This design comes from an exercise in tuning for small area and a short achievable clock period on the open sky130 flow, not from production work.
At most, simulation tests tie the RTL to the original design; equivalence was not proved.
No activity file was given, so power comes from the tool's default toggle rates.

Design fp_add, start of the top module:
module fp_add (
  input  logic        clk,
  input  logic        rst,
  input  logic        in_vld,
  input  logic [31:0] a,
  input  logic [31:0] b,
  output logic        sum_vld,
  output logic [31:0] sum
);
Settings: LEC_CHECK=0, ABC_AREA=1, CAP_MARGIN=20, CORE_MARGIN=2, CORE_UTILIZATION=40, CTS_CLUSTER_DIAMETER=80, CTS_CLUSTER_SIZE=30, PLACE_DENSITY=0.6, SETUP_SLACK_MARGIN=1.6, SLEW_MARGIN=20; clock period 3.5 ns.
standard.sh (not shown) runs the stock make flow with config.mk's settings and CLKGATE_MAP_FILE= SYNTH_SCRIPT=/design/flow/synth_recipe.tcl, a recipe that flattens the netlist after the stock synthesis.
==> flow/flow/run.sh <==
#!/bin/bash
# The standard layout, with the ports buffered by the smallest plain buffer
# (buf_1) instead of the delay buffer ORFS picks by default.
set -euo pipefail
bash standard.sh BUFFER_PORTS_ARGS="-buffer_cell sky130_fd_sc_hd__buf_1" finish > standard.log 2>&1
Edit:
Settings changed: ABC_AREA 1 to unset, SETUP_SLACK_MARGIN 1.6 to 1.3.
- setup slack is worse by 150 ps
- routed wire length went down by 14%
- global-route usage came out lower by 1.2 points
- final cell count goes down by 20%
Edit:
Settings changed: ABC_AREA set to 1, SETUP_SLACK_MARGIN 1.3 to 1.4.
Result: Synthesized area came out higher by 2.7%. Cell count is higher by 22%. Fmax climbs by 11%. Routed wire length came out higher by 6.3%.
Edit:
Settings changed: ABC_AREA 1 to unset, CORE_UTILIZATION 40 to 60, PLACE_DENSITY 0.6 to 0.75, SETUP_SLACK_MARGIN 1.4 to 1.0.
Setup slack loses 330 ps.
Hold slack is about the same.
Routed wire length fell by about a fifth.
Die area fell by a quarter to a third.

* * *

delta:
Another version of the RTL of fp_add (not shown whole).
Size in the first run: roughly 230 flip-flops, ~100 I/O pins.
Settings: LEC_CHECK=0, ABC_AREA=1, CAP_MARGIN=20, CORE_MARGIN=2, CORE_UTILIZATION=40, CTS_BUF_LIST=sky130_fd_sc_hd__clkbuf_8, CTS_CLUSTER_DIAMETER=60, CTS_CLUSTER_SIZE=20, PLACE_DENSITY=0.6, SETUP_SLACK_MARGIN=1.3, SLEW_MARGIN=20; clock period 3.5 ns.
Scripts as last shown in full above: flow/flow/run.sh
No stage failed in delta, and the final checks on the layout all came back clean.
Here is what was changed in the inputs of quartz compared with delta.
Settings: CTS_CLUSTER_DIAMETER: 60 -> 50; CTS_CLUSTER_SIZE: 20 -> 16; SLEW_MARGIN: 20 -> 0; CTS_BUF_LIST: sky130_fd_sc_hd__clkbuf_8 -> sky130_fd_sc_hd__clkbuf_4 sky130_fd_sc_hd__clkbuf_8; CAP_MARGIN: 20 -> 0.
Notes after the runs:
- When the final numbers for quartz and delta were put side by side, the normalized max-slew margin turned out to be greater in quartz.
- Looking at clock group power, quartz sits about 17% higher than delta does.
- Compared with delta, the router placed more vias in quartz.
- Sort quartz and delta by met3 global-route usage, ascending, and delta comes first.
- Between delta and quartz, the flow reports first-pass GRT wire length increasing slightly.
- Area: quartz vs delta -> quartz larger
- Diff quartz..delta | sequential-to-total area share from yosys stat | unchanged
- Least setup slack across all paths after layout sits higher in quartz than in delta.
- quartz -> delta: cell area after placement flat
- Lower count of clock-buffer cells in the layout among quartz and delta: delta
- quartz vs delta, post-route clock period utilization went down by 0.62 points.

* * *

== job 101 ==
The RTL this note starts from:
==> flow/design.v <==
module fp_add (
  input  logic        clk,
  input  logic        rst,
  input  logic        in_vld,
  input  logic [31:0] a,
  input  logic [31:0] b,
  output logic        sum_vld,
  output logic [31:0] sum
);
  localparam bit CUT1 = 1;   
  localparam bit CUT2 = 1;   
  localparam bit CUT3 = 1;   
  localparam bit CUT4 = 1;   
  localparam bit CUT5 = 1;   
  function automatic logic lt31(input logic [30:0] xa, input logic [30:0] ya);
    logic [31:0] g, e;
    integer w, i;
    g = {1'b0, ~xa & ya};
    e = {1'b1, ~(xa ^ ya)};
    for (w = 1; w < 32; w = w * 2)
      for (i = 0; i + w < 32; i = i + 2 * w) begin
        g[i] = g[i + w] | (e[i + w] & g[i]);
        e[i] = e[i + w] & e[i];
      end
    lt31 = g[0];
  endfunction
  function automatic logic [24:0] psum25(input logic [24:0] gi, input logic [24:0] pi,
                                         input logic ci);
    logic [25:0] g, p;
    integer w, i;
    g = {gi, ci};
    p = {pi, 1'b0};
    for (w = 1; w < 26; w = w * 2)
      for (i = 25; i >= 0; i--)
        if ((i / w) % 2 == 1) begin
          g[i] = g[i] | (p[i] & g[(i / w) * w - 1]);
          p[i] = p[i] & p[(i / w) * w - 1];
        end
    psum25 = pi ^ g[24:0];
  endfunction
  logic        swap;
  logic [31:0] x, y;
  logic [7:0]  dd;
  logic        sub;
  logic [8:0]  dab, dba;
  assign swap = lt31(a[30:0], b[30:0]);
  assign x    = swap ? b : a;
  assign y    = swap ? a : b;
  assign dab  = {1'b0, a[30:23]} - {1'b0, b[30:23]};
  assign dba  = {1'b0, b[30:23]} - {1'b0, a[30:23]};
  assign dd   = dab[8] ? dba[7:0] : dab[7:0];
  assign sub  = a[31] ^ b[31];
  logic        v1, s1, sub1, far1;
  logic [7:0]  e1;
  logic [22:0] mx1, my1;
  logic [4:0]  d1;
  if (CUT1) begin : g_cut1
    always_ff @(posedge clk) begin
      if (rst) v1 <= 1'b0;
      else     v1 <= in_vld;
      s1   <= x[31];
      e1   <= x[30:23];
      mx1  <= x[22:0];
      my1  <= y[22:0];
      d1   <= dd[4:0];
      far1 <= dd[7:5] != 3'd0;
      sub1 <= sub;
    end
  end else begin : g_nocut1
    assign v1   = in_vld;
    assign s1   = x[31];
    assign e1   = x[30:23];
    assign mx1  = x[22:0];
    assign my1  = y[22:0];
    assign d1   = dd[4:0];
    assign far1 = dd[7:5] != 3'd0;
    assign sub1 = sub;
  end
  logic [23:0] ys;
  logic [24:0] yo, gg, pp;
  assign ys = far1 ? 24'd0 : ({1'b1, my1} >> d1);
  assign yo = {1'b0, ys} ^ {25{sub1}};
  assign gg = {2'b01, mx1} & yo;
  assign pp = {2'b01, mx1} ^ yo;
  logic        v2, s2, c2;
  logic [7:0]  e2;
  logic [24:0] g2, p2;
  if (CUT2) begin : g_cut2
    always_ff @(posedge clk) begin
      if (rst) v2 <= 1'b0;
      else     v2 <= v1;
      s2 <= s1;
      e2 <= e1;
      g2 <= gg;
      p2 <= pp;
      c2 <= sub1;
    end
  end else begin : g_nocut2
    assign v2 = v1;
    assign s2 = s1;
    assign e2 = e1;
    assign g2 = gg;
    assign p2 = pp;
    assign c2 = sub1;
  end
  logic [24:0] u;
  assign u = psum25(g2, p2, c2);
  logic        v3, s3;
  logic [7:0]  e3;
  logic [24:0] u3;
  if (CUT3) begin : g_cut3
    always_ff @(posedge clk) begin
      if (rst) v3 <= 1'b0;
      else     v3 <= v2;
      s3 <= s2;
      e3 <= e2;
      u3 <= u;
    end
  end else begin : g_nocut3
    assign v3 = v2;
    assign s3 = s2;
    assign e3 = e2;
    assign u3 = u;
  end
  logic [24:0] n1, n2, n3;
  logic [2:0]  lzh;
  logic [7:0]  eh;
  assign lzh[2] = u3[24:9] == 16'd0;
  assign n1     = lzh[2] ? {u3[8:0], 16'd0} : u3;
  assign lzh[1] = n1[24:17] == 8'd0;
  assign n2     = lzh[1] ? {n1[16:0], 8'd0} : n1;
  assign lzh[0] = n2[24:21] == 4'd0;
  assign n3     = lzh[0] ? {n2[20:0], 4'd0} : n2;
  assign eh     = e3 + 8'd1 - {3'd0, lzh, 2'd0};
  logic        v4, s4;
  logic [7:0]  e4;
  logic [24:0] n34;
  if (CUT4) begin : g_cut4
    always_ff @(posedge clk) begin
      if (rst) v4 <= 1'b0;
      else     v4 <= v3;
      s4  <= s3;
      e4  <= eh;
      n34 <= n3;
    end
  end else begin : g_nocut4
    assign v4  = v3;
    assign s4  = s3;
    assign e4  = eh;
    assign n34 = n3;
  end
  logic [24:0] n4, n5;
  logic [1:0]  lzl;
  assign lzl[1] = n34[24:23] == 2'd0;
  assign n4     = lzl[1] ? {n34[22:0], 2'd0} : n34;
  assign lzl[0] = !n4[24];
  assign n5     = lzl[0] ? {n4[23:0], 1'b0} : n4;
  logic        nz;
  logic [31:0] res;
  assign nz  = n5[24];
  assign res = {s4 & nz, (e4 - {6'd0, lzl}) & {8{nz}}, n5[23:1]};
  if (CUT5) begin : g_cut5
    always_ff @(posedge clk) begin
      if (rst) sum_vld <= 1'b0;
      else     sum_vld <= v4;
      sum <= res;
    end
  end else begin : g_nocut5
    assign sum_vld = v4;
    assign sum     = res;
  end
endmodule
clock: 3.5 ns
lec_check: 0
cap_margin: 20
core_margin: 2
core_utilization: 40
place_density: 0.6
setup_slack_margin: 0.7
slew_margin: 20
Scripts as last shown in full above: flow/flow/run.sh
Job 101 ran to completion and came out clean on the timing, design-rule and antenna checks.
## Diff of input files: job 102 against job 101
==> flow/run.sh (new file) <==
#!/bin/bash
# synth_recipe.tcl (not shown) runs the flow's synth.tcl, then flattens the netlist and writes it again
# the make line also repeats each setting of config.mk as NAME=value (left out here)
make -C /OpenROAD-flow-scripts/flow DESIGN_CONFIG=/design/flow/config.mk WORK_HOME=/design/flow/orfs CLKGATE_MAP_FILE= SYNTH_SCRIPT=/design/flow/synth_recipe.tcl finish
removed: flow/flow/run.sh
removed: flow/standard.sh
==> comparison <==
- Job 102 ends up with a combined global-route utilization of all metal layers that is 1.1 points higher than in job 101.
- Changes observed in job 102 relative to job 101: signed area change from the synthesized netlist to the final layout increased 9.6 points, met1 demand-to-capacity share in global routing shows an increase of 0.84 points.
- Across job 101 and job 102, none had a timing, DRC or antenna violation.
Edits applied to the flow inputs when going from job 102 to job 103:
# job 102
export LEC_CHECK = 0
export CAP_MARGIN = 20
export CORE_MARGIN = 2
export CORE_UTILIZATION = 40
export PLACE_DENSITY = 0.6
export SETUP_SLACK_MARGIN = 0.7
export SLEW_MARGIN = 20
create_clock -name core_clock -period 3.5 [get_ports {clk}]
# job 103
export LEC_CHECK = 0
export CAP_MARGIN = 20
export CORE_MARGIN = 2
export CORE_UTILIZATION = 40
export PLACE_DENSITY = 0.6
export SETUP_SLACK_MARGIN = 1.4
export SLEW_MARGIN = 20
create_clock -name core_clock -period 3.5 [get_ports {clk}]
==> results.txt <==
The final layout from job 103, which completed every stage, passed the timing, design-rule and antenna checks at the end of the flow. Measured against each other, job 102 and job 103 differ in clock-buffer cell count, the higher figure coming from job 102. Compared with job 102, in job 103 core utilization of the finished layout higher, delay contributed by the slowest stage of the critical path comparable, post-detailed-placement cell area rose about 1.4%.
Relative to job 103, the following input files were edited for job 104:
# job 103
export LEC_CHECK = 0
export CAP_MARGIN = 20
export CORE_MARGIN = 2
export CORE_UTILIZATION = 40
export PLACE_DENSITY = 0.6
export SETUP_SLACK_MARGIN = 1.4
export SLEW_MARGIN = 20
create_clock -name core_clock -period 3.5 [get_ports {clk}]
# job 104
export LEC_CHECK = 0
export CAP_MARGIN = 20
export CORE_MARGIN = 2
export CORE_UTILIZATION = 40
export PLACE_DENSITY = 0.6
export SETUP_SLACK_MARGIN = 1.0
export SLEW_MARGIN = 20
create_clock -name core_clock -period 3.5 [get_ports {clk}]
Notes after the runs:
The number of max-slew violations in the final report was comparable across job 104 and job 103. Compare job 104 and job 103 | maximum fanout encountered on the critical timing path lower: job 103. Global routing met3 resource utilization: job 103 vs job 104 — no meaningful difference. The higher count of buffers added by post-CTS timing repair for setup of job 104 and job 103 is in job 103. Relative to job 103, the final design instance area without fill measured on job 104 has decreased by a few percent. Time the worst path needs with I/O delays and setup for job 104: 0.020 ns up relative to job 103.
No run of this note included a check of the RTL's function; only the layout flow was run.

==> separate check: timing with driven ports <==
The results above use ideal ports. As a check the final layouts listed here were re-extracted and re-timed, cells and wires unchanged. Step 1 (the two cells are an assumption about what drives the block):
set clk [get_ports {clk}]
set_driving_cell -lib_cell sky130_fd_sc_hd__clkbuf_16 $clk
set_driving_cell -lib_cell sky130_fd_sc_hd__buf_2 [delete_from_list [all_inputs] $clk]
Step 2 moves the port delays by t, midway between the first and last clock arrival at a register: inputs arrive t later, outputs are due t later. That takes back most of the time a late clock gives input paths. Three values: ideal, step 1, step 2; two values: the first two.
| run | t, ns | setup slack, ns | pins driven straight from the clock port |
|---|---|---|---|
| the first run of note 1 | 0.526 | 1.288 / 1.288 / 1.108 | 1 |
| the second run of note 1 | 0.530 | 1.133 / 1.130 / 0.599 | 1 |
| the third run of note 1 | 0.539 | 1.359 / 1.359 / 1.037 | 1 |
| the fourth run of note 1 | 0.510 | 1.031 / 1.031 / 0.593 | 1 |
| delta | 0.581 | 1.442 / 1.442 / 0.897 | 1 |
| quartz | 0.583 | 1.464 / 1.468 / 0.899 | 1 |
| job 101 | 0.557 | 0.716 / 0.716 / 0.229 | 1 |
| job 102 | 0.549 | 0.744 / 0.744 / 0.223 | 1 |
| job 103 | 0.546 | 0.795 / 0.795 / 0.361 | 1 |
| job 104 | 0.555 | 0.775 / 0.775 / 0.355 | 1 |
After both steps every run listed still meets setup and hold. For quartz, which loses most, drivers alone change the setup slack by +0.004 ns; drivers and shift together by -0.565 ns.
